Background: an optimization exercise with open tools, aiming at small area, a short achievable clock period and few clock cycles per item. Do not read the settings as production practice. Where RTL was checked, it was by simulation tests only, not by an equivalence proof against the original. No functional check of the RTL was part of run 1. Power is estimated from default activity; no workload was simulated.

==> design.v <==
module booth_multiplier(
    input         clk,
    input         reset_n,
    input         op_start,
    input         op_clear,
    input  [31:0] multiplier,
    input  [31:0] multiplicand,
    output        op_done,
    output [63:0] result
);
  reg       busy, done;
  reg       act;                         
  reg       esel, msel_a, msel_b, gsel;
  reg [1:0] cnt;
  wire      idle = !act;
  wire      fin  = (cnt == 2'd0);             
  wire      last = busy && (cnt == 2'd3);   
  reg  [31:0] m_q;           
  reg  [31:0] lo_q;          
  reg  [31:0] s_q, c_q;      
  reg  [7:0]  rs_q, rc_q;    
  reg         cy_q;          
  reg  [3:0]  one_q, two_q, ng_q;   
  function [11:0] enc;
    input [7:0] b;
    input       bm;
    integer i;
    reg [8:0] x;
    begin
      x = {b, bm};
      for (i = 0; i < 4; i = i + 1) begin
        enc[i]         = x[2*i+1] ^ x[2*i];
        enc[4+i]     = (x[2*i+2] & ~x[2*i+1] & ~x[2*i]) | (~x[2*i+2] & x[2*i+1] & x[2*i]);
        enc[8+i]   = x[2*i+2];
      end
    end
  endfunction
  wire [11:0] enc_next = busy ? enc(lo_q[15:8], lo_q[7]) : enc(multiplier[15:8], multiplier[7]);
  wire [11:0] enc_in   = enc(multiplier[7:0], 1'b0);
  wire [3:0]  one_c = esel ? one_q : enc_in[3:0];
  wire [3:0]  two_c = esel ? two_q : enc_in[7:4];
  wire [3:0]  ng_c  = esel ? ng_q  : enc_in[11:8];
  wire [31:0]     m_c   = {msel_b ? m_q[31:16] : multiplicand[31:16], msel_a ? m_q[15:0] : multiplicand[15:0]};
  wire [31:0] s_g = s_q & {32{gsel}};
  wire [31:0] c_g = c_q & {32{gsel}};
  wire [32:0] mg0 = ({33{one_c[0]}} & {m_c[31], m_c}) | ({33{two_c[0]}} & {m_c, 1'b0});
  wire [32:0] pp0 = mg0 ^ {33{ng_c[0]}};
  wire [32:0] e0 = {~pp0[32], pp0[31:0]};
  wire [32:0] mg1 = ({33{one_c[1]}} & {m_c[31], m_c}) | ({33{two_c[1]}} & {m_c, 1'b0});
  wire [32:0] pp1 = mg1 ^ {33{ng_c[1]}};
  wire [32:0] e1 = {~pp1[32], pp1[31:0]};
  wire [32:0] mg2 = ({33{one_c[2]}} & {m_c[31], m_c}) | ({33{two_c[2]}} & {m_c, 1'b0});
  wire [32:0] pp2 = mg2 ^ {33{ng_c[2]}};
  wire [32:0] e2 = {~pp2[32], pp2[31:0]};
  wire [32:0] mg3 = ({33{one_c[3]}} & {m_c[31], m_c}) | ({33{two_c[3]}} & {m_c, 1'b0});
  wire [32:0] pp3 = mg3 ^ {33{ng_c[3]}};
  wire [32:0] e3 = {~pp3[32], pp3[31:0]};
  wire fs1;
  wire fc2;
  wire hs3;
  wire hc4;
  wire hs5;
  wire hc6;
  wire fs7;
  wire fc8;
  wire fs9;
  wire fc10;
  wire hs11;
  wire hc12;
  wire hs13;
  wire hc14;
  wire fs15;
  wire fc16;
  wire fs17;
  wire fc18;
  wire fs19;
  wire fc20;
  wire fs21;
  wire fc22;
  wire hs23;
  wire hc24;
  wire fs25;
  wire fc26;
  wire hs27;
  wire hc28;
  wire fs29;
  wire fc30;
  wire fs31;
  wire fc32;
  wire fs33;
  wire fc34;
  wire fs35;
  wire fc36;
  wire fs37;
  wire fc38;
  wire fs39;
  wire fc40;
  wire fs41;
  wire fc42;
  wire hs43;
  wire hc44;
  wire hs45;
  wire hc46;
  wire fs47;
  wire fc48;
  wire fs49;
  wire fc50;
  wire fs51;
  wire fc52;
  wire fs53;
  wire fc54;
  wire fs55;
  wire fc56;
  wire fs57;
  wire fc58;
  wire fs59;
  wire fc60;
  wire fs61;
  wire fc62;
  wire fs63;
  wire fc64;
  wire fs65;
  wire fc66;
  wire fs67;
  wire fc68;
  wire fs69;
  wire fc70;
  wire fs71;
  wire fc72;
  wire fs73;
  wire fc74;
  wire hs75;
  wire hc76;
  wire fs77;
  wire fc78;
  wire fs79;
  wire fc80;
  wire fs81;
  wire fc82;
  wire fs83;
  wire fc84;
  wire fs85;
  wire fc86;
  wire fs87;
  wire fc88;
  wire fs89;
  wire fc90;
  wire fs91;
  wire fc92;
  wire fs93;
  wire fc94;
  wire hs95;
  wire hc96;
  wire fs97;
  wire fc98;
  wire fs99;
  wire fc100;
  wire fs101;
  wire fc102;
  wire fs103;
  wire fc104;
  wire fs105;
  wire fc106;
  wire fs107;
  wire fc108;
  wire fs109;
  wire fc110;
  wire fs111;
  wire fc112;
  wire fs113;
  wire fc114;
  wire hs115;
  wire hc116;
  wire fs117;
  wire fc118;
  wire fs119;
  wire fc120;
  wire fs121;
  wire fc122;
  wire fs123;
  wire fc124;
  wire fs125;
  wire fc126;
  wire fs127;
  wire fc128;
  wire fs129;
  wire fc130;
  wire fs131;
  wire fc132;
  wire fs133;
  wire fc134;
  wire hs135;
  wire hc136;
  wire fs137;
  wire fc138;
  wire fs139;
  wire fc140;
  wire fs141;
  wire fc142;
  wire fs143;
  wire fc144;
  wire fs145;
  wire fc146;
  wire fs147;
  wire fc148;
  wire fs149;
  wire fc150;
  wire fs151;
  wire fc152;
  wire fs153;
  wire fc154;
  wire hs155;
  wire hc156;
  wire fs157;
  wire fc158;
  wire fs159;
  wire fc160;
  wire fs161;
  wire fc162;
  wire fs163;
  wire fc164;
  wire fs165;
  wire fc166;
  wire fs167;
  wire fc168;
  wire fs169;
  wire fc170;
  wire fs171;
  wire fc172;
  wire fs173;
  wire fc174;
  wire hs175;
  wire hc176;
  wire fs177;
  wire fc178;
  wire fs179;
  wire fc180;
  wire fs181;
  wire fc182;
  wire fs183;
  wire fc184;
  wire fs185;
  wire fc186;
  wire fs187;
  wire fc188;
  wire fs189;
  wire fc190;
  wire fs191;
  wire fc192;
  wire fs193;
  wire fc194;
  wire hs195;
  wire hc196;
  wire fs197;
  wire fc198;
  wire fs199;
  wire fc200;
  wire fs201;
  wire fc202;
  wire fs203;
  wire fc204;
  wire fs205;
  wire fc206;
  wire fs207;
  wire fc208;
  wire fs209;
  wire fc210;
  wire fs211;
  wire fc212;
  wire fs213;
  wire fc214;
  wire hs215;
  wire hc216;
  wire fs217;
  wire fc218;
  wire fs219;
  wire fc220;
  wire fs221;
  wire fc222;
  wire fs223;
  wire fc224;
  wire fs225;
  wire fc226;
  wire fs227;
  wire fc228;
  wire fs229;
  wire fc230;
  wire fs231;
  wire fc232;
  wire fs233;
  wire fc234;
  wire hs235;
  wire hc236;
  wire fs237;
  wire fc238;
  wire fs239;
  wire fc240;
  wire fs241;
  wire fc242;
  wire fs243;
  wire fc244;
  wire fs245;
  wire fc246;
  wire fs247;
  wire fc248;
  wire fs249;
  wire fc250;
  wire fs251;
  wire fc252;
  wire fs253;
  wire fc254;
  wire hs255;
  wire hc256;
  wire fs257;
  wire fc258;
  wire fs259;
  wire fc260;
  wire fs261;
  wire fc262;
  wire fs263;
  wire fc264;
  wire fs265;
  wire fc266;
  wire fs267;
  wire fc268;
  wire fs269;
  wire fc270;
  wire fs271;
  wire fc272;
  wire fs273;
  wire fc274;
  wire hs275;
  wire hc276;
  wire fs277;
  wire fc278;
  wire fs279;
  wire fc280;
  wire fs281;
  wire fc282;
  wire fs283;
  wire fc284;
  wire fs285;
  wire fc286;
  wire fs287;
  wire fc288;
  wire fs289;
  wire fc290;
  wire fs291;
  wire fc292;
  wire fs293;
  wire fc294;
  wire fs295;
  wire fc296;
  wire hs297;
  wire hc298;
  wire fs299;
  wire fc300;
  wire fs301;
  wire fc302;
  wire fs303;
  wire fc304;
  wire fs305;
  wire fc306;
  wire fs307;
  wire fc308;
  wire fs309;
  wire fc310;
  wire hs311;
  wire hc312;
  wire hs313;
  wire hc314;
  wire fs315;
  wire fc316;
  wire fs317;
  wire fc318;
  wire hs319;
  wire hc320;
  wire hs321;
  wire hc322;
  wire fs323;
  wire fc324;
  mul_fa u_fs1 (.a(c_g[0]), .b(ng_c[0]), .ci(s_g[0]), .s(fs1), .co(fc2));
  mul_ha u_hs3 (.a(c_g[1]), .b(s_g[1]), .s(hs3), .c(hc4));
  mul_ha u_hs5 (.a(hs3), .b(fc2), .s(hs5), .c(hc6));
  mul_fa u_fs7 (.a(c_g[2]), .b(ng_c[1]), .ci(s_g[2]), .s(fs7), .co(fc8));
  mul_fa u_fs9 (.a(hc4), .b(fs7), .ci(e0[2]), .s(fs9), .co(fc10));
  mul_ha u_hs11 (.a(e1[0]), .b(hc6), .s(hs11), .c(hc12));
  mul_ha u_hs13 (.a(c_g[3]), .b(s_g[3]), .s(hs13), .c(hc14));
  mul_fa u_fs15 (.a(hs13), .b(fc8), .ci(e0[3]), .s(fs15), .co(fc16));
  mul_fa u_fs17 (.a(e1[1]), .b(hc12), .ci(fc10), .s(fs17), .co(fc18));
  mul_fa u_fs19 (.a(c_g[4]), .b(ng_c[2]), .ci(s_g[4]), .s(fs19), .co(fc20));
  mul_fa u_fs21 (.a(hc14), .b(fs19), .ci(e0[4]), .s(fs21), .co(fc22));
  mul_ha u_hs23 (.a(e1[2]), .b(e2[0]), .s(hs23), .c(hc24));
  mul_fa u_fs25 (.a(hs23), .b(fc16), .ci(fs21), .s(fs25), .co(fc26));
  mul_ha u_hs27 (.a(c_g[5]), .b(s_g[5]), .s(hs27), .c(hc28));
  mul_fa u_fs29 (.a(hs27), .b(fc20), .ci(e0[5]), .s(fs29), .co(fc30));
  mul_fa u_fs31 (.a(e1[3]), .b(e2[1]), .ci(hc24), .s(fs31), .co(fc32));
  mul_fa u_fs33 (.a(fc22), .b(fs29), .ci(fs31), .s(fs33), .co(fc34));
  mul_fa u_fs35 (.a(c_g[6]), .b(ng_c[3]), .ci(s_g[6]), .s(fs35), .co(fc36));
  mul_fa u_fs37 (.a(hc28), .b(fs35), .ci(e0[6]), .s(fs37), .co(fc38));
  mul_fa u_fs39 (.a(e1[4]), .b(e2[2]), .ci(e3[0]), .s(fs39), .co(fc40));
  mul_fa u_fs41 (.a(fc30), .b(fs37), .ci(fs39), .s(fs41), .co(fc42));
  mul_ha u_hs43 (.a(fc32), .b(fs41), .s(hs43), .c(hc44));
  mul_ha u_hs45 (.a(c_g[7]), .b(s_g[7]), .s(hs45), .c(hc46));
  mul_fa u_fs47 (.a(hs45), .b(fc36), .ci(e0[7]), .s(fs47), .co(fc48));
  mul_fa u_fs49 (.a(e1[5]), .b(e2[3]), .ci(e3[1]), .s(fs49), .co(fc50));
  mul_fa u_fs51 (.a(fc38), .b(fc40), .ci(fs47), .s(fs51), .co(fc52));
  mul_fa u_fs53 (.a(fs49), .b(fc42), .ci(fs51), .s(fs53), .co(fc54));
  mul_fa u_fs55 (.a(c_g[8]), .b(s_g[8]), .ci(hc46), .s(fs55), .co(fc56));
  mul_fa u_fs57 (.a(last), .b(e0[8]), .ci(e1[6]), .s(fs57), .co(fc58));
  mul_fa u_fs59 (.a(e2[4]), .b(e3[2]), .ci(fs55), .s(fs59), .co(fc60));
  mul_fa u_fs61 (.a(fc48), .b(fc50), .ci(fs57), .s(fs61), .co(fc62));
  mul_fa u_fs63 (.a(fs59), .b(fc52), .ci(fs61), .s(fs63), .co(fc64));
  mul_fa u_fs65 (.a(c_g[9]), .b(s_g[9]), .ci(last), .s(fs65), .co(fc66));
  mul_fa u_fs67 (.a(e0[9]), .b(e1[7]), .ci(e2[5]), .s(fs67), .co(fc68));
  mul_fa u_fs69 (.a(e3[3]), .b(fc56), .ci(fs65), .s(fs69), .co(fc70));
  mul_fa u_fs71 (.a(fc58), .b(fs67), .ci(fc60), .s(fs71), .co(fc72));
  mul_fa u_fs73 (.a(fs69), .b(fc62), .ci(fs71), .s(fs73), .co(fc74));
  mul_ha u_hs75 (.a(c_g[10]), .b(s_g[10]), .s(hs75), .c(hc76));
  mul_fa u_fs77 (.a(hs75), .b(e0[10]), .ci(e1[8]), .s(fs77), .co(fc78));
  mul_fa u_fs79 (.a(e2[6]), .b(e3[4]), .ci(fc66), .s(fs79), .co(fc80));
  mul_fa u_fs81 (.a(fc68), .b(fs77), .ci(fc70), .s(fs81), .co(fc82));
  mul_fa u_fs83 (.a(fs79), .b(fc72), .ci(fs81), .s(fs83), .co(fc84));
  mul_fa u_fs85 (.a(c_g[11]), .b(s_g[11]), .ci(hc76), .s(fs85), .co(fc86));
  mul_fa u_fs87 (.a(last), .b(e0[11]), .ci(e1[9]), .s(fs87), .co(fc88));
  mul_fa u_fs89 (.a(e2[7]), .b(e3[5]), .ci(fs85), .s(fs89), .co(fc90));
  mul_fa u_fs91 (.a(fc78), .b(fs87), .ci(fc80), .s(fs91), .co(fc92));
  mul_fa u_fs93 (.a(fs89), .b(fc82), .ci(fs91), .s(fs93), .co(fc94));
  mul_ha u_hs95 (.a(c_g[12]), .b(s_g[12]), .s(hs95), .c(hc96));
  mul_fa u_fs97 (.a(hs95), .b(e0[12]), .ci(e1[10]), .s(fs97), .co(fc98));
  mul_fa u_fs99 (.a(e2[8]), .b(e3[6]), .ci(fc86), .s(fs99), .co(fc100));
  mul_fa u_fs101 (.a(fc88), .b(fs97), .ci(fc90), .s(fs101), .co(fc102));
  mul_fa u_fs103 (.a(fs99), .b(fc92), .ci(fs101), .s(fs103), .co(fc104));
  mul_fa u_fs105 (.a(c_g[13]), .b(s_g[13]), .ci(hc96), .s(fs105), .co(fc106));
  mul_fa u_fs107 (.a(last), .b(e0[13]), .ci(e1[11]), .s(fs107), .co(fc108));
  mul_fa u_fs109 (.a(e2[9]), .b(e3[7]), .ci(fs105), .s(fs109), .co(fc110));
  mul_fa u_fs111 (.a(fc98), .b(fs107), .ci(fc100), .s(fs111), .co(fc112));
  mul_fa u_fs113 (.a(fs109), .b(fc102), .ci(fs111), .s(fs113), .co(fc114));
  mul_ha u_hs115 (.a(c_g[14]), .b(s_g[14]), .s(hs115), .c(hc116));
  mul_fa u_fs117 (.a(hs115), .b(e0[14]), .ci(e1[12]), .s(fs117), .co(fc118));
  mul_fa u_fs119 (.a(e2[10]), .b(e3[8]), .ci(fc106), .s(fs119), .co(fc120));
  mul_fa u_fs121 (.a(fc108), .b(fs117), .ci(fc110), .s(fs121), .co(fc122));
  mul_fa u_fs123 (.a(fs119), .b(fc112), .ci(fs121), .s(fs123), .co(fc124));
  mul_fa u_fs125 (.a(c_g[15]), .b(s_g[15]), .ci(hc116), .s(fs125), .co(fc126));
  mul_fa u_fs127 (.a(last), .b(e0[15]), .ci(e1[13]), .s(fs127), .co(fc128));
  mul_fa u_fs129 (.a(e2[11]), .b(e3[9]), .ci(fs125), .s(fs129), .co(fc130));
  mul_fa u_fs131 (.a(fc118), .b(fs127), .ci(fc120), .s(fs131), .co(fc132));
  mul_fa u_fs133 (.a(fs129), .b(fc122), .ci(fs131), .s(fs133), .co(fc134));
  mul_ha u_hs135 (.a(c_g[16]), .b(s_g[16]), .s(hs135), .c(hc136));
  mul_fa u_fs137 (.a(hs135), .b(e0[16]), .ci(e1[14]), .s(fs137), .co(fc138));
  mul_fa u_fs139 (.a(e2[12]), .b(e3[10]), .ci(fc126), .s(fs139), .co(fc140));
  mul_fa u_fs141 (.a(fc128), .b(fs137), .ci(fc130), .s(fs141), .co(fc142));
  mul_fa u_fs143 (.a(fs139), .b(fc132), .ci(fs141), .s(fs143), .co(fc144));
  mul_fa u_fs145 (.a(c_g[17]), .b(s_g[17]), .ci(hc136), .s(fs145), .co(fc146));
  mul_fa u_fs147 (.a(last), .b(e0[17]), .ci(e1[15]), .s(fs147), .co(fc148));
  mul_fa u_fs149 (.a(e2[13]), .b(e3[11]), .ci(fs145), .s(fs149), .co(fc150));
  mul_fa u_fs151 (.a(fc138), .b(fs147), .ci(fc140), .s(fs151), .co(fc152));
  mul_fa u_fs153 (.a(fs149), .b(fc142), .ci(fs151), .s(fs153), .co(fc154));
  mul_ha u_hs155 (.a(c_g[18]), .b(s_g[18]), .s(hs155), .c(hc156));
  mul_fa u_fs157 (.a(hs155), .b(e0[18]), .ci(e1[16]), .s(fs157), .co(fc158));
  mul_fa u_fs159 (.a(e2[14]), .b(e3[12]), .ci(fc146), .s(fs159), .co(fc160));
  mul_fa u_fs161 (.a(fc148), .b(fs157), .ci(fc150), .s(fs161), .co(fc162));
  mul_fa u_fs163 (.a(fs159), .b(fc152), .ci(fs161), .s(fs163), .co(fc164));
  mul_fa u_fs165 (.a(c_g[19]), .b(s_g[19]), .ci(hc156), .s(fs165), .co(fc166));
  mul_fa u_fs167 (.a(last), .b(e0[19]), .ci(e1[17]), .s(fs167), .co(fc168));
  mul_fa u_fs169 (.a(e2[15]), .b(e3[13]), .ci(fs165), .s(fs169), .co(fc170));
  mul_fa u_fs171 (.a(fc158), .b(fs167), .ci(fc160), .s(fs171), .co(fc172));
  mul_fa u_fs173 (.a(fs169), .b(fc162), .ci(fs171), .s(fs173), .co(fc174));
  mul_ha u_hs175 (.a(c_g[20]), .b(s_g[20]), .s(hs175), .c(hc176));
  mul_fa u_fs177 (.a(hs175), .b(e0[20]), .ci(e1[18]), .s(fs177), .co(fc178));
  mul_fa u_fs179 (.a(e2[16]), .b(e3[14]), .ci(fc166), .s(fs179), .co(fc180));
  mul_fa u_fs181 (.a(fc168), .b(fs177), .ci(fc170), .s(fs181), .co(fc182));
  mul_fa u_fs183 (.a(fs179), .b(fc172), .ci(fs181), .s(fs183), .co(fc184));
  mul_fa u_fs185 (.a(c_g[21]), .b(s_g[21]), .ci(hc176), .s(fs185), .co(fc186));
  mul_fa u_fs187 (.a(last), .b(e0[21]), .ci(e1[19]), .s(fs187), .co(fc188));
  mul_fa u_fs189 (.a(e2[17]), .b(e3[15]), .ci(fs185), .s(fs189), .co(fc190));
  mul_fa u_fs191 (.a(fc178), .b(fs187), .ci(fc180), .s(fs191), .co(fc192));
  mul_fa u_fs193 (.a(fs189), .b(fc182), .ci(fs191), .s(fs193), .co(fc194));
  mul_ha u_hs195 (.a(c_g[22]), .b(s_g[22]), .s(hs195), .c(hc196));
  mul_fa u_fs197 (.a(hs195), .b(e0[22]), .ci(e1[20]), .s(fs197), .co(fc198));
  mul_fa u_fs199 (.a(e2[18]), .b(e3[16]), .ci(fc186), .s(fs199), .co(fc200));
  mul_fa u_fs201 (.a(fc188), .b(fs197), .ci(fc190), .s(fs201), .co(fc202));
  mul_fa u_fs203 (.a(fs199), .b(fc192), .ci(fs201), .s(fs203), .co(fc204));
  mul_fa u_fs205 (.a(c_g[23]), .b(s_g[23]), .ci(hc196), .s(fs205), .co(fc206));
  mul_fa u_fs207 (.a(last), .b(e0[23]), .ci(e1[21]), .s(fs207), .co(fc208));
  mul_fa u_fs209 (.a(e2[19]), .b(e3[17]), .ci(fs205), .s(fs209), .co(fc210));
  mul_fa u_fs211 (.a(fc198), .b(fs207), .ci(fc200), .s(fs211), .co(fc212));
  mul_fa u_fs213 (.a(fs209), .b(fc202), .ci(fs211), .s(fs213), .co(fc214));
  mul_ha u_hs215 (.a(c_g[24]), .b(s_g[24]), .s(hs215), .c(hc216));
  mul_fa u_fs217 (.a(hs215), .b(e0[24]), .ci(e1[22]), .s(fs217), .co(fc218));
  mul_fa u_fs219 (.a(e2[20]), .b(e3[18]), .ci(fc206), .s(fs219), .co(fc220));
  mul_fa u_fs221 (.a(fc208), .b(fs217), .ci(fc210), .s(fs221), .co(fc222));
  mul_fa u_fs223 (.a(fs219), .b(fc212), .ci(fs221), .s(fs223), .co(fc224));
  mul_fa u_fs225 (.a(c_g[25]), .b(s_g[25]), .ci(hc216), .s(fs225), .co(fc226));
  mul_fa u_fs227 (.a(last), .b(e0[25]), .ci(e1[23]), .s(fs227), .co(fc228));
  mul_fa u_fs229 (.a(e2[21]), .b(e3[19]), .ci(fs225), .s(fs229), .co(fc230));
  mul_fa u_fs231 (.a(fc218), .b(fs227), .ci(fc220), .s(fs231), .co(fc232));
  mul_fa u_fs233 (.a(fs229), .b(fc222), .ci(fs231), .s(fs233), .co(fc234));
  mul_ha u_hs235 (.a(c_g[26]), .b(s_g[26]), .s(hs235), .c(hc236));
  mul_fa u_fs237 (.a(hs235), .b(e0[26]), .ci(e1[24]), .s(fs237), .co(fc238));
  mul_fa u_fs239 (.a(e2[22]), .b(e3[20]), .ci(fc226), .s(fs239), .co(fc240));
  mul_fa u_fs241 (.a(fc228), .b(fs237), .ci(fc230), .s(fs241), .co(fc242));
  mul_fa u_fs243 (.a(fs239), .b(fc232), .ci(fs241), .s(fs243), .co(fc244));
  mul_fa u_fs245 (.a(c_g[27]), .b(s_g[27]), .ci(hc236), .s(fs245), .co(fc246));
  mul_fa u_fs247 (.a(last), .b(e0[27]), .ci(e1[25]), .s(fs247), .co(fc248));
  mul_fa u_fs249 (.a(e2[23]), .b(e3[21]), .ci(fs245), .s(fs249), .co(fc250));
  mul_fa u_fs251 (.a(fc238), .b(fs247), .ci(fc240), .s(fs251), .co(fc252));
  mul_fa u_fs253 (.a(fs249), .b(fc242), .ci(fs251), .s(fs253), .co(fc254));
  mul_ha u_hs255 (.a(c_g[28]), .b(s_g[28]), .s(hs255), .c(hc256));
  mul_fa u_fs257 (.a(hs255), .b(e0[28]), .ci(e1[26]), .s(fs257), .co(fc258));
  mul_fa u_fs259 (.a(e2[24]), .b(e3[22]), .ci(fc246), .s(fs259), .co(fc260));
  mul_fa u_fs261 (.a(fc248), .b(fs257), .ci(fc250), .s(fs261), .co(fc262));
  mul_fa u_fs263 (.a(fs259), .b(fc252), .ci(fs261), .s(fs263), .co(fc264));
  mul_fa u_fs265 (.a(c_g[29]), .b(s_g[29]), .ci(hc256), .s(fs265), .co(fc266));
  mul_fa u_fs267 (.a(last), .b(e0[29]), .ci(e1[27]), .s(fs267), .co(fc268));
  mul_fa u_fs269 (.a(e2[25]), .b(e3[23]), .ci(fs265), .s(fs269), .co(fc270));
  mul_fa u_fs271 (.a(fc258), .b(fs267), .ci(fc260), .s(fs271), .co(fc272));
  mul_fa u_fs273 (.a(fs269), .b(fc262), .ci(fs271), .s(fs273), .co(fc274));
  mul_ha u_hs275 (.a(c_g[30]), .b(s_g[30]), .s(hs275), .c(hc276));
  mul_fa u_fs277 (.a(hs275), .b(e0[30]), .ci(e1[28]), .s(fs277), .co(fc278));
  mul_fa u_fs279 (.a(e2[26]), .b(e3[24]), .ci(fc266), .s(fs279), .co(fc280));
  mul_fa u_fs281 (.a(fc268), .b(fs277), .ci(fc270), .s(fs281), .co(fc282));
  mul_fa u_fs283 (.a(fs279), .b(fc272), .ci(fs281), .s(fs283), .co(fc284));
  mul_fa u_fs285 (.a(c_g[31]), .b(s_g[31]), .ci(hc276), .s(fs285), .co(fc286));
  mul_fa u_fs287 (.a(last), .b(e0[31]), .ci(e1[29]), .s(fs287), .co(fc288));
  mul_fa u_fs289 (.a(e2[27]), .b(e3[25]), .ci(fs285), .s(fs289), .co(fc290));
  mul_fa u_fs291 (.a(fc278), .b(fs287), .ci(fc280), .s(fs291), .co(fc292));
  mul_fa u_fs293 (.a(fs289), .b(fc282), .ci(fs291), .s(fs293), .co(fc294));
  mul_fa u_fs295 (.a(e0[32]), .b(e1[30]), .ci(e2[28]), .s(fs295), .co(fc296));
  mul_ha u_hs297 (.a(e3[26]), .b(fc286), .s(hs297), .c(hc298));
  mul_fa u_fs299 (.a(hs297), .b(fc288), .ci(fs295), .s(fs299), .co(fc300));
  mul_fa u_fs301 (.a(fc290), .b(fc292), .ci(fs299), .s(fs301), .co(fc302));
  mul_fa u_fs303 (.a(last), .b(e1[31]), .ci(e2[29]), .s(fs303), .co(fc304));
  mul_fa u_fs305 (.a(e3[27]), .b(hc298), .ci(fc296), .s(fs305), .co(fc306));
  mul_fa u_fs307 (.a(fs303), .b(fs305), .ci(fc300), .s(fs307), .co(fc308));
  mul_fa u_fs309 (.a(e1[32]), .b(e2[30]), .ci(e3[28]), .s(fs309), .co(fc310));
  mul_ha u_hs311 (.a(fc304), .b(fs309), .s(hs311), .c(hc312));
  mul_ha u_hs313 (.a(hs311), .b(fc306), .s(hs313), .c(hc314));
  mul_fa u_fs315 (.a(last), .b(e2[31]), .ci(e3[29]), .s(fs315), .co(fc316));
  mul_fa u_fs317 (.a(fc310), .b(fs315), .ci(hc312), .s(fs317), .co(fc318));
  mul_ha u_hs319 (.a(e2[32]), .b(e3[30]), .s(hs319), .c(hc320));
  mul_ha u_hs321 (.a(hs319), .b(fc316), .s(hs321), .c(hc322));
  mul_fa u_fs323 (.a(last), .b(e3[31]), .ci(hc320), .s(fs323), .co(fc324));
  wire [39:0] sn = {last, e3[32], hc322, fc318, hc314, fc308, fc302, fc294, fc284, fc274, fc264, fc254, fc244, fc234, fc224, fc214, fc204, fc194, fc184, fc174, fc164, fc154, fc144, fc134, fc124, fc114, fc104, fc94, fc84, fc74, fc64, fc54, hc44, fc34, fc26, fc18, fs15, fs9, e0[1], e0[0]};
  wire [39:0] cn = {1'b0, fc324, fs323, hs321, fs317, hs313, fs307, fs301, fs293, fs283, fs273, fs263, fs253, fs243, fs233, fs223, fs213, fs203, fs193, fs183, fs173, fs163, fs153, fs143, fs133, fs123, fs113, fs103, fs93, fs83, fs73, fs63, fs53, hs43, fs33, fs25, fs17, hs11, hs5, fs1};
  wire [8:0] lw_sum;
  mul_add8 u_lw (.a(rs_q), .b(rc_q), .ci(cy_q), .s(lw_sum));
  wire [31:0] hp, hg, hpp;
  mul_pg32 u_hf (.a(s_q[31:0]), .b(c_q[31:0]), .p(hp), .g(hg), .pp(hpp));
  wire [31:0] hc = hg | (hpp & {32{lw_sum[8]}});
  wire [31:0] hi = hp ^ {hc[30:0], lw_sum[8]};
  assign op_done = done;
  assign result  = {s_q[31:0], lo_q};
  always @(posedge clk or negedge reset_n) begin
    if (!reset_n) begin
      esel   <= 1'b0;
      msel_a <= 1'b0;
      msel_b <= 1'b0;
      gsel   <= 1'b0;
    end else begin
      esel   <= !op_clear && (busy || (!act && op_start));
      msel_a <= !op_clear && (msel_a || done || op_start);
      msel_b <= !op_clear && (busy ? !fin : (!done && op_start));
      gsel   <= !op_clear && (busy || done || (!act && op_start));
    end
  end
  always @(posedge clk or negedge reset_n) begin
    if (!reset_n) begin
      busy <= 1'b0;
      done <= 1'b0;
      act  <= 1'b0;
    end else if (op_clear) begin
      busy <= 1'b0;
      done <= 1'b0;
      act  <= 1'b0;
    end else if (idle) begin
      busy <= op_start;
      act  <= op_start;
    end else if (busy && fin) begin
      busy <= 1'b0;
      done <= 1'b1;
    end
  end
  always @(posedge clk) begin
    cnt <= busy ? cnt + 2'd1 : 2'd1;
    m_q <= m_c;                            
    if (idle)
      lo_q <= {lw_sum[7:0], multiplier[31:8]};
    else if (busy)
      lo_q <= {lw_sum[7:0], lo_q[31:8]};
    if (!done)
      s_q <= (busy && fin) ? hi : sn[39:8];
    c_q  <= cn[39:8];
    rs_q <= sn[7:0];
    rc_q <= cn[7:0];
    cy_q <= busy & lw_sum[8];
    {ng_q, two_q, one_q} <= enc_next;
  end
endmodule
module mul_fa(input a, input b, input ci, output s, output co);
  assign s  = a ^ b ^ ci;
  assign co = (a & b) | (ci & (a ^ b));
endmodule
module mul_ha(input a, input b, output s, output c);
  assign s = a ^ b;
  assign c = a & b;
endmodule
module mul_add8(input [7:0] a, input [7:0] b, input ci, output [8:0] s);
  wire [7:0] p = a ^ b;
  wire [7:0] g = a & b;
  wire gg1 = g[1] | (p[1] & g[0]);
  wire pq2 = p[1] & p[0];
  wire gg3 = g[3] | (p[3] & g[2]);
  wire pq4 = p[3] & p[2];
  wire gg5 = g[5] | (p[5] & g[4]);
  wire pq6 = p[5] & p[4];
  wire gg7 = g[7] | (p[7] & g[6]);
  wire pq8 = p[7] & p[6];
  wire gg9 = gg3 | (pq4 & gg1);
  wire pq10 = pq4 & pq2;
  wire gg11 = gg7 | (pq8 & gg5);
  wire pq12 = pq8 & pq6;
  wire gg13 = gg11 | (pq12 & gg9);
  wire pq14 = pq12 & pq10;
  wire gg15 = gg5 | (pq6 & gg9);
  wire pq16 = pq6 & pq10;
  wire gg17 = g[2] | (p[2] & gg1);
  wire pq18 = p[2] & pq2;
  wire gg19 = g[4] | (p[4] & gg9);
  wire pq20 = p[4] & pq10;
  wire gg21 = g[6] | (p[6] & gg15);
  wire pq22 = p[6] & pq16;
  wire c0 = g[0] | (p[0] & ci);
  wire c1 = gg1 | (pq2 & ci);
  wire c2 = gg17 | (pq18 & ci);
  wire c3 = gg9 | (pq10 & ci);
  wire c4 = gg19 | (pq20 & ci);
  wire c5 = gg15 | (pq16 & ci);
  wire c6 = gg21 | (pq22 & ci);
  wire c7 = gg13 | (pq14 & ci);
  assign s = {c7, p ^ {c6, c5, c4, c3, c2, c1, c0, ci}};
endmodule
module mul_pg32(input [31:0] a, input [31:0] b, output [31:0] p, output [31:0] g, output [31:0] pp);
  wire [31:0] gb = a & b;
  assign p = a ^ b;
  wire gg1 = gb[1] | (p[1] & gb[0]);
  wire pq2 = p[1] & p[0];
  wire gg3 = gb[3] | (p[3] & gb[2]);
  wire pq4 = p[3] & p[2];
  wire gg5 = gb[5] | (p[5] & gb[4]);
  wire pq6 = p[5] & p[4];
  wire gg7 = gb[7] | (p[7] & gb[6]);
  wire pq8 = p[7] & p[6];
  wire gg9 = gb[9] | (p[9] & gb[8]);
  wire pq10 = p[9] & p[8];
  wire gg11 = gb[11] | (p[11] & gb[10]);
  wire pq12 = p[11] & p[10];
  wire gg13 = gb[13] | (p[13] & gb[12]);
  wire pq14 = p[13] & p[12];
  wire gg15 = gb[15] | (p[15] & gb[14]);
  wire pq16 = p[15] & p[14];
  wire gg17 = gb[17] | (p[17] & gb[16]);
  wire pq18 = p[17] & p[16];
  wire gg19 = gb[19] | (p[19] & gb[18]);
  wire pq20 = p[19] & p[18];
  wire gg21 = gb[21] | (p[21] & gb[20]);
  wire pq22 = p[21] & p[20];
  wire gg23 = gb[23] | (p[23] & gb[22]);
  wire pq24 = p[23] & p[22];
  wire gg25 = gb[25] | (p[25] & gb[24]);
  wire pq26 = p[25] & p[24];
  wire gg27 = gb[27] | (p[27] & gb[26]);
  wire pq28 = p[27] & p[26];
  wire gg29 = gb[29] | (p[29] & gb[28]);
  wire pq30 = p[29] & p[28];
  wire gg31 = gb[31] | (p[31] & gb[30]);
  wire pq32 = p[31] & p[30];
  wire gg33 = gg3 | (pq4 & gg1);
  wire pq34 = pq4 & pq2;
  wire gg35 = gg7 | (pq8 & gg5);
  wire pq36 = pq8 & pq6;
  wire gg37 = gg11 | (pq12 & gg9);
  wire pq38 = pq12 & pq10;
  wire gg39 = gg15 | (pq16 & gg13);
  wire pq40 = pq16 & pq14;
  wire gg41 = gg19 | (pq20 & gg17);
  wire pq42 = pq20 & pq18;
  wire gg43 = gg23 | (pq24 & gg21);
  wire pq44 = pq24 & pq22;
  wire gg45 = gg27 | (pq28 & gg25);
  wire pq46 = pq28 & pq26;
  wire gg47 = gg31 | (pq32 & gg29);
  wire pq48 = pq32 & pq30;
  wire gg49 = gg35 | (pq36 & gg33);
  wire pq50 = pq36 & pq34;
  wire gg51 = gg39 | (pq40 & gg37);
  wire pq52 = pq40 & pq38;
  wire gg53 = gg43 | (pq44 & gg41);
  wire pq54 = pq44 & pq42;
  wire gg55 = gg47 | (pq48 & gg45);
  wire pq56 = pq48 & pq46;
  wire gg57 = gg51 | (pq52 & gg49);
  wire pq58 = pq52 & pq50;
  wire gg59 = gg55 | (pq56 & gg53);
  wire pq60 = pq56 & pq54;
  wire gg61 = gg59 | (pq60 & gg57);
  wire pq62 = pq60 & pq58;
  wire gg63 = gg53 | (pq54 & gg57);
  wire pq64 = pq54 & pq58;
  wire gg65 = gg37 | (pq38 & gg49);
  wire pq66 = pq38 & pq50;
  wire gg67 = gg41 | (pq42 & gg57);
  wire pq68 = pq42 & pq58;
  wire gg69 = gg45 | (pq46 & gg63);
  wire pq70 = pq46 & pq64;
  wire gg71 = gg5 | (pq6 & gg33);
  wire pq72 = pq6 & pq34;
  wire gg73 = gg9 | (pq10 & gg49);
  wire pq74 = pq10 & pq50;
  wire gg75 = gg13 | (pq14 & gg65);
  wire pq76 = pq14 & pq66;
  wire gg77 = gg17 | (pq18 & gg57);
  wire pq78 = pq18 & pq58;
  wire gg79 = gg21 | (pq22 & gg67);
  wire pq80 = pq22 & pq68;
  wire gg81 = gg25 | (pq26 & gg63);
  wire pq82 = pq26 & pq64;
  wire gg83 = gg29 | (pq30 & gg69);
  wire pq84 = pq30 & pq70;
  wire gg85 = gb[2] | (p[2] & gg1);
  wire pq86 = p[2] & pq2;
  wire gg87 = gb[4] | (p[4] & gg33);
  wire pq88 = p[4] & pq34;
  wire gg89 = gb[6] | (p[6] & gg71);
  wire pq90 = p[6] & pq72;
  wire gg91 = gb[8] | (p[8] & gg49);
  wire pq92 = p[8] & pq50;
  wire gg93 = gb[10] | (p[10] & gg73);
  wire pq94 = p[10] & pq74;
  wire gg95 = gb[12] | (p[12] & gg65);
  wire pq96 = p[12] & pq66;
  wire gg97 = gb[14] | (p[14] & gg75);
  wire pq98 = p[14] & pq76;
  wire gg99 = gb[16] | (p[16] & gg57);
  wire pq100 = p[16] & pq58;
  wire gg101 = gb[18] | (p[18] & gg77);
  wire pq102 = p[18] & pq78;
  wire gg103 = gb[20] | (p[20] & gg67);
  wire pq104 = p[20] & pq68;
  wire gg105 = gb[22] | (p[22] & gg79);
  wire pq106 = p[22] & pq80;
  wire gg107 = gb[24] | (p[24] & gg63);
  wire pq108 = p[24] & pq64;
  wire gg109 = gb[26] | (p[26] & gg81);
  wire pq110 = p[26] & pq82;
  wire gg111 = gb[28] | (p[28] & gg69);
  wire pq112 = p[28] & pq70;
  wire gg113 = gb[30] | (p[30] & gg83);
  wire pq114 = p[30] & pq84;
  assign g = {gg61, gg113, gg83, gg111, gg69, gg109, gg81, gg107, gg63, gg105, gg79, gg103, gg67, gg101, gg77, gg99, gg57, gg97, gg75, gg95, gg65, gg93, gg73, gg91, gg49, gg89, gg71, gg87, gg33, gg85, gg1, gb[0]};
  assign pp = {pq62, pq114, pq84, pq112, pq70, pq110, pq82, pq108, pq64, pq106, pq80, pq104, pq68, pq102, pq78, pq100, pq58, pq98, pq76, pq96, pq66, pq94, pq74, pq92, pq50, pq90, pq72, pq88, pq34, pq86, pq2, p[0]};
endmodule
==> flow/run.sh <==
#!/bin/bash
# Standard layout, except: plain buf_1 cells as the port buffers, and a
# clock tree of clkbuf_4 cells without dummy loads.
export BUFFER_PORTS_ARGS="-buffer_cell sky130_fd_sc_hd__buf_1"
export CTS_ARGS="-sink_clustering_enable -repair_clock_nets -dont_use_dummy_load -root_buf sky130_fd_sc_hd__clkbuf_16 -buf_list \"sky130_fd_sc_hd__clkbuf_4 sky130_fd_sc_hd__clkbuf_8\""
bash standard.sh > standard.log 2>&1
==> standard.sh <==
#!/bin/bash
# synth_recipe.tcl (not shown) runs the flow's synth.tcl, then flattens the netlist and writes it again
# the make line also repeats each setting of config.mk as NAME=value (left out here)
make -C /OpenROAD-flow-scripts/flow DESIGN_CONFIG=/design/flow/config.mk WORK_HOME=/design/flow/orfs CLKGATE_MAP_FILE= SYNTH_SCRIPT=/design/flow/synth_recipe.tcl "${@:-finish}"
==> config.mk <==
export PLATFORM = sky130hd
export DESIGN_NAME = booth_multiplier
export DESIGN_NICKNAME = booth_multiplier
export VERILOG_FILES = /design/flow/design.v
export SDC_FILE = /design/flow/constraint.sdc
export NUM_CORES = 4
export LEC_CHECK = 0
export CAP_MARGIN = 20
export CORE_MARGIN = 2
export CORE_UTILIZATION = 40
export PLACE_DENSITY = 0.6
export SLEW_MARGIN = 20
export SYNTH_HIERARCHICAL = 1
export SYNTH_MINIMUM_KEEP_SIZE = 0
==> constraint.sdc <==
create_clock -name core_clock -period 5.0 [get_ports {clk}]
set_input_delay 1.0000 -clock core_clock [delete_from_list [all_inputs] [get_ports {clk}]]
set_output_delay 1.0000 -clock core_clock [all_outputs]
set_load 0.01 [all_outputs]
==> summary.txt, run 1 <==
Post-CTS Setup Inserts -> 0
Post-synthesis instance area -> 0.0143 mm2
TritonCTS buffer count -> 17
Max FO, Critical Path -> 31
Logic pwr share -> 64.2%
Clock power frac -> 8.9%
Die height -> 193 um
Nets@finish -> 1647
P_int -> 0.00478 W
GP Congestion -> 0.888
Unrepaired setup endpoints after global routing -> no
Net Sw Frac -> 45.3%
GRT Overall Usage -> 19.7%
Endpoint class of the critical path -> register
Final setup viols -> 0
Post-route insts no fill -> 1833
Die Span X -> 193 um
Leak -> 5.97 nW
Clock sink total -> 165
Flip-flop and latch area -> 0.00398 mm2
ANT cells -> 0
Final WL -> 35400 um
First-pass GRT wire length -> 55600 um
Peak supply drop -> 0.000300 V
Switching Power -> 0.00396 W
Worst Path Required -> 5.10 ns
Area Growth Syn to Fin -> 5.32%
Post-Place Cells -> 1816
Fill count -> 3363
DR iter-0 viols -> 557
Worst EP arrival -> 4.17 ns
CTS resizes -> 0
Core Box Area -> 0.0353 mm2
Max-Cap Viols -> 0
Setup TNS -> 0 ns
Mean post-synth cell area -> 10.8 um2
Reg2Reg Setup Slack -> 1.09 ns
Antenna violations before repair -> 0
Status -> no timing/DRC/antenna violations
Pwr dens -> 582 mW/mm2
Final hold vios -> 0
Vias in the first global route -> 9921
Placement Rows -> 69
Gr ovfl total -> 0
Synth Instances -> 1322
Port-buffer cells -> 132
Startpoint Class -> input pin
Pwr Total -> 0.00874 W
Slew @ Worst Pin -> 1.03 ns
Fmax -> 245 MHz
Worst skew pair latency -> 0.42 ns
Vias per cell -> 5.37
Clk buf depth -> 2
Worst setup margin -> 0.925 ns
TritonCTS clock tree -> done
Worst hold-check path type -> reg -> reg
1st-pass router iterations -> 5
Flop pwr share -> 26.9%
Fraction of layout cells with a size suffix above 1 -> 10.1%
Setup CP Type -> in -> reg
Largest net degree at the start of global routing -> 63
Hpwl dp -> 27000 um
Place WS -> 0.520 ns
Root Buffer -> clkbuf_16
H-tree depth -> 4
Period utilisation layout -> 81.5%
Max transition margin -> 29.6%
# DRC -> 0
Period minus WS final -> 4.07 ns
Post-CTS Hold Fix Bufs -> 0
Area of the multi-input gates -> 0.00926 mm2
Num ports -> 133
Clock slew seen by the registers of the worst setup and hold paths -> 0.07 ns
Initial Util -> 40.4%
Yosys warnings -> 7
Pins Over Slew Limit -> 0
Final Util -> 42.5%
Wirelength per Cell -> 19.3 um
Die Area -> 0.0372 mm2
Via count -> 9836
Worst-case clock skew -> 0.0405 ns
Routed Antenna Nets -> 0
state kept, by name (all words and copies together), names as in the netlist, 2 cells and up:
signal	flops
m_q	32
rs_q	8
ng_q	4
rc_q	8
one_q	4
c_q	31
cnt	2
two_q	4
lo_q	32
s_q	32
metrics by stage:
step / cell area [um2] / hold slack (ns)
finish: 15000 / 0.408
global route: 15000 / 0.441
CTS: 15000 / 0.414
detailed placement: 14800 / 0.397
global placement: 14800 / 0.386
floorplan: 14300 / 0.375
layout make-up:
class,count,area share (%)
inverter,54,1.35
multi-input combinational,972,61.7
tap,461,3.84
sequential,165,26.5
clock buffer,17,1.63
timing repair buffer,164,4.98
layout by cell type, fill, tap and decap left out, types with 16 or more instances in the layout:
cell type / instances
a21oi_1: 55
fa_1: 139
edfxtp_1: 64
dfxtp_1: 94
xnor2_1: 145
a21o_1: 16
nor2_1: 45
nand2_1: 60
o21ai_0: 44
clkbuf_8: 16
xor2_1: 36
mux2_2: 28
buf_1: 132
o22ai_1: 116
buf_4: 31
ha_1: 66
inv_1: 54
and2_1: 76
worst paths after layout:
path	from	endpoint	cells after the start
worst max-delay path	multiplier[3]	s_q[13]$_DFFE_PN_	11
worst min-delay path	cnt[0]$_SDFF_PN1_	cnt[0]$_SDFF_PN1_	1
worst max register to register	msel_b$_DFF_PN0_	s_q[18]$_DFFE_PN_	9
worst min register to register	cnt[0]$_SDFF_PN1_	cnt[0]$_SDFF_PN1_	1
max in group asynchronous	reset_n	act$_DFF_PN0_	1
min in group asynchronous	reset_n	msel_a$_DFF_PN0_	1
layer usage:
metal	global-route usage (%)	vias up	share of wire, %
met1	26.8	4891	45
met4	6.02	0	2.0
met2	32.0	312	48
met3	3.67	42	5.4
met5	0	-	0
li1	-	4591	-
power by group through the flow:
stage,registers (W),clock network [W],logic [W]
2_1_floorplan,0.00234,0,0.00442
3_3_place_gp,0.00239,0,0.00551
3_5_place_dp,0.00239,0,0.00558
4_1_cts,0.00236,0.000811,0.00564
5_1_grt,0.00241,0.000851,0.00635
6_report,0.00235,0.000782,0.00561
worst max-delay path, stage by stage:
cell and delay, ns:
buf_1 0.37, and3b_1 0.26, o31ai_4 0.21, buf_4 0.39, o22ai_1 0.16, xnor2_1 0.23, fa_1 0.48, fa_1 0.49
fa_1 0.37, nand2_1 0.07, o21ai_0 0.11
==> run 2, diff against run 1 <==
--- a/design.v
+++ b/design.v
@@ -12,3 +12,2 @@
   reg       act;                         
-  reg       esel, msel_a, msel_b, gsel;
   reg [1:0] cnt;
@@ -39,8 +38,8 @@
   wire [11:0] enc_in   = enc(multiplier[7:0], 1'b0);
-  wire [3:0]  one_c = esel ? one_q : enc_in[3:0];
-  wire [3:0]  two_c = esel ? two_q : enc_in[7:4];
-  wire [3:0]  ng_c  = esel ? ng_q  : enc_in[11:8];
-  wire [31:0]     m_c   = {msel_b ? m_q[31:16] : multiplicand[31:16], msel_a ? m_q[15:0] : multiplicand[15:0]};
-  wire [31:0] s_g = s_q & {32{gsel}};
-  wire [31:0] c_g = c_q & {32{gsel}};
+  wire [3:0]  one_c = busy ? one_q : enc_in[3:0];
+  wire [3:0]  two_c = busy ? two_q : enc_in[7:4];
+  wire [3:0]  ng_c  = busy ? ng_q  : enc_in[11:8];
+  wire [31:0]     m_c   = act  ? m_q   : multiplicand;
+  wire [31:0] s_g = s_q & {32{busy}};
+  wire [31:0] c_g = c_q & {32{busy}};
   wire [32:0] mg0 = ({33{one_c[0]}} & {m_c[31], m_c}) | ({33{two_c[0]}} & {m_c, 1'b0});
@@ -555,15 +554,2 @@
     if (!reset_n) begin
-      esel   <= 1'b0;
-      msel_a <= 1'b0;
-      msel_b <= 1'b0;
-      gsel   <= 1'b0;
-    end else begin
-      esel   <= !op_clear && (busy || (!act && op_start));
-      msel_a <= !op_clear && (msel_a || done || op_start);
-      msel_b <= !op_clear && (busy ? !fin : (!done && op_start));
-      gsel   <= !op_clear && (busy || done || (!act && op_start));
-    end
-  end
-  always @(posedge clk or negedge reset_n) begin
-    if (!reset_n) begin
       busy <= 1'b0;
@@ -585,3 +571,4 @@
     cnt <= busy ? cnt + 2'd1 : 2'd1;
-    m_q <= m_c;                            
+    if (idle)
+      m_q <= multiplicand;
     if (idle)
==> run 2 against run 1 <==
  * Die area is 1.6% lower
  * Critical endpoint is now s_q[17]$_DFFE_PN_
  * Power is 3.6% lower
  * Critical path depth is 2 lower
  * Still clean
  * Highest routed layer unchanged
  * Hold slack worse by 0.018 ns
==> summary.txt, run 2 <==
GP Congestion -> 0.821
Hpwl dp -> 26800 um
Yosys warnings -> 7
Worst Path Required -> 5.12 ns
Vias in the first global route -> 9763
Crit-path slowest cell -> dfrtp_4
Worst-case clock skew -> 0.0435 ns
Worst skew pair latency -> 0.40 ns
1st-pass router iterations -> 4
Die Area -> 0.0366 mm2
Setup CP Type -> reg -> reg
Slew @ Worst Pin -> 0.880 ns
Pwr dens -> 571 mW/mm2
Peak supply drop -> 0.000257 V
Worst EP arrival -> 4.19 ns
Status -> no timing/DRC/antenna violations
Worst hold-check path type -> in -> async
ANT cells -> 0
Post-CTS Hold Fix Bufs -> 0
Setup TNS -> 0 ns
Startpoint Class -> register
Final setup viols -> 0
Endpoint class of the critical path -> register
Placement Rows -> 68
TritonCTS buffer count -> 17
Largest net degree at the start of global routing -> 63
Max FO, Critical Path -> 17
Post-synthesis instance area -> 0.0140 mm2
Period utilisation layout -> 81.2%
Gr ovfl total -> 0
Antenna violations before repair -> 1
Fraction of layout cells with a size suffix above 1 -> 10.2%
DR iter-0 viols -> 553
Vias per cell -> 5.30
Unrepaired setup endpoints after global routing -> no
CP Cell Sequence -> buf_4 > mux2i_2 > o22ai_1 > xnor2_1 > fa_1 > fa_1 > fa_1 > nand2_1 > o21ai_0
Max-Cap Viols -> 0
Period minus WS final -> 4.06 ns
Max incr delay on CP -> 0.74 ns
Buffers & Inverters on Critical Path -> 1
Initial Util -> 40.6%
Leak -> 5.86 nW
Most common cell after layout, fill and taps aside -> xnor2_1
Most frequent cells in the layout -> xnor2_1 (145), fa_1 (139), buf_1 (132)
Reg-to-reg startpoint -> act$_DFF_PN0_
Crit path launch -> act$_DFF_PN0_
Clk buf depth -> 2
Via count -> 9628
RR Endpoint -> s_q[17]$_DFFE_PN_
Final hold vios -> 0
Crit path top cell by count -> fa_1
Nets@finish -> 1635
Post-CTS Setup Inserts -> 0
Wirelength per Cell -> 19.3 um
Fmax -> 246 MHz
Final WL -> 34900 um
Biggest regs -> lo_q x32, m_q x32, s_q x32
Final Util -> 42.7%
Fill count -> 3377
Area Growth Syn to Fin -> 5.23%
Reg2Reg Setup Slack -> 0.94 ns
Clock sink total -> 161
Max transition margin -> 40.1%
Die height -> 191 um
# DRC -> 0
H-tree depth -> 4
R2R depth -> 9
CTS resizes -> 0
TritonCTS clock tree -> done
Die Span X -> 191 um
Largest delay share family, worst path -> adder cells
Pins Over Slew Limit -> 0
Root Buffer -> clkbuf_16
GRT Overall Usage -> 19.5%
Port-buffer cells -> 132
Synth Instances -> 1311
Core Box Area -> 0.0345 mm2
First-pass GRT wire length -> 54400 um
Clock slew seen by the registers of the worst setup and hold paths -> 0.09 ns
Num ports -> 133
Mean post-synth cell area -> 10.7 um2
Routed Antenna Nets -> 0
## run 2: changes by cell type in the layout (fill, tap and decap cells not counted), moves of 3 or more
cell | before | now
mux2i_1 | 13 | 5
o22ai_2 | 9 | 0
nor2_1 | 45 | 42
mux2i_4 | 14 | 4
o22ai_1 | 116 | 125
dfrtp_1 | 5 | 1
mux2i_2 | 11 | 29
## run 2: final cells by class
type | count | area [um2] | area share [%]
Sequential cell | 161 | 3890 | 26.3
Tap cell | 455 | 569 | 3.86
Clock buffer | 17 | 245 | 1.66
Inverter | 52 | 195 | 1.32
Timing Repair Buffer | 165 | 756 | 5.12
Multi-Input combinational cell | 965 | 9110 | 61.7
## run 2: worst max path at each step
stage | to | depth (start not counted)
final | s_q[17]$_DFFE_PN_ | 9
after floorplan | s_q[3]$_DFFE_PN_ | 11
after global routing | s_q[18]$_DFFE_PN_ | 8
after CTS | s_q[16]$_DFFE_PN_ | 8
after detailed placement | s_q[15]$_DFFE_PN_ | 11
after global placement | s_q[17]$_DFFE_PN_ | 11
## run 2: per-stage QoR
step / area, um2 / power [W] / setup slack, ns / hold slack [ns] / cells
after detailed placement: 14500 / 0.00771 / 0.600 / 0.402 / 1798
after global placement: 14500 / 0.00764 / 0.636 / 0.394 / 1798
after CTS: 14800 / 0.00852 / 0.884 / 0.377 / 1815
final: 14800 / 0.00843 / 0.938 / 0.391 / 1815
after global routing: 14800 / 0.00927 / 0.750 / 0.382 / 1815
after floorplan: 14000 / 0.00655 / 1.06 / 0.384 / 1312
## run 2: layer usage
| metal | vias to the layer above | wire length (um) | track usage (%) |
|---|---|---|---|
| li1 | 4545 | - | - |
| met5 | - | 0 | 0 |
| met1 | 4771 | 15700 | 26.3 |
| met2 | 286 | 16900 | 32.1 |
| met4 | 0 | 520 | 4.82 |
| met3 | 26 | 1850 | 3.86 |
## run 2: power breakdown
group          total, W  leakage (nW)  internal [W]  switching, W
Clock          0.000763         0.127      0.000321      0.000442
Combinational   0.00535          4.22       0.00232       0.00304
Sequential      0.00231          1.51       0.00198      0.000330
Total           0.00843          5.86       0.00462       0.00381
Testbench counts of run 2, summed over its fixed seeds: cycles 9,592, items 1,600.

==> port drivers added, routing unchanged <==
Ports are ideal in the flow. The routed layouts listed here were re-timed in OpenROAD. Step 1 assumes that a clkbuf_16 drives the clock port and a buf_2 every other input. Step 2 adds t to the input delays and takes it off the output delays; t is the mean of the earliest and latest rising clock arrival at the registers after step 1. Input paths then give back, and output paths get back, about the clock's delay inside the block. a / b / c = ideal ports / drivers / drivers and shift; a / b = the first two.
| run | shift t [ns] | slack for setup (ns) | worst register clock-pin slew, ns | cell pins on the clock port's net |
|---|---|---|---|---|
| run 1 | 0.447 | 0.925 / 0.955 / 0.508 | 0.11 / 0.11 | 1 |
| run 2 | 0.433 | 0.938 / 0.938 / 0.536 | 0.09 / 0.09 | 1 |
After both steps every run listed still meets setup and hold. The setup slack of run 1, which loses most, moves by +0.030 ns with the drivers and by -0.417 ns with both steps.
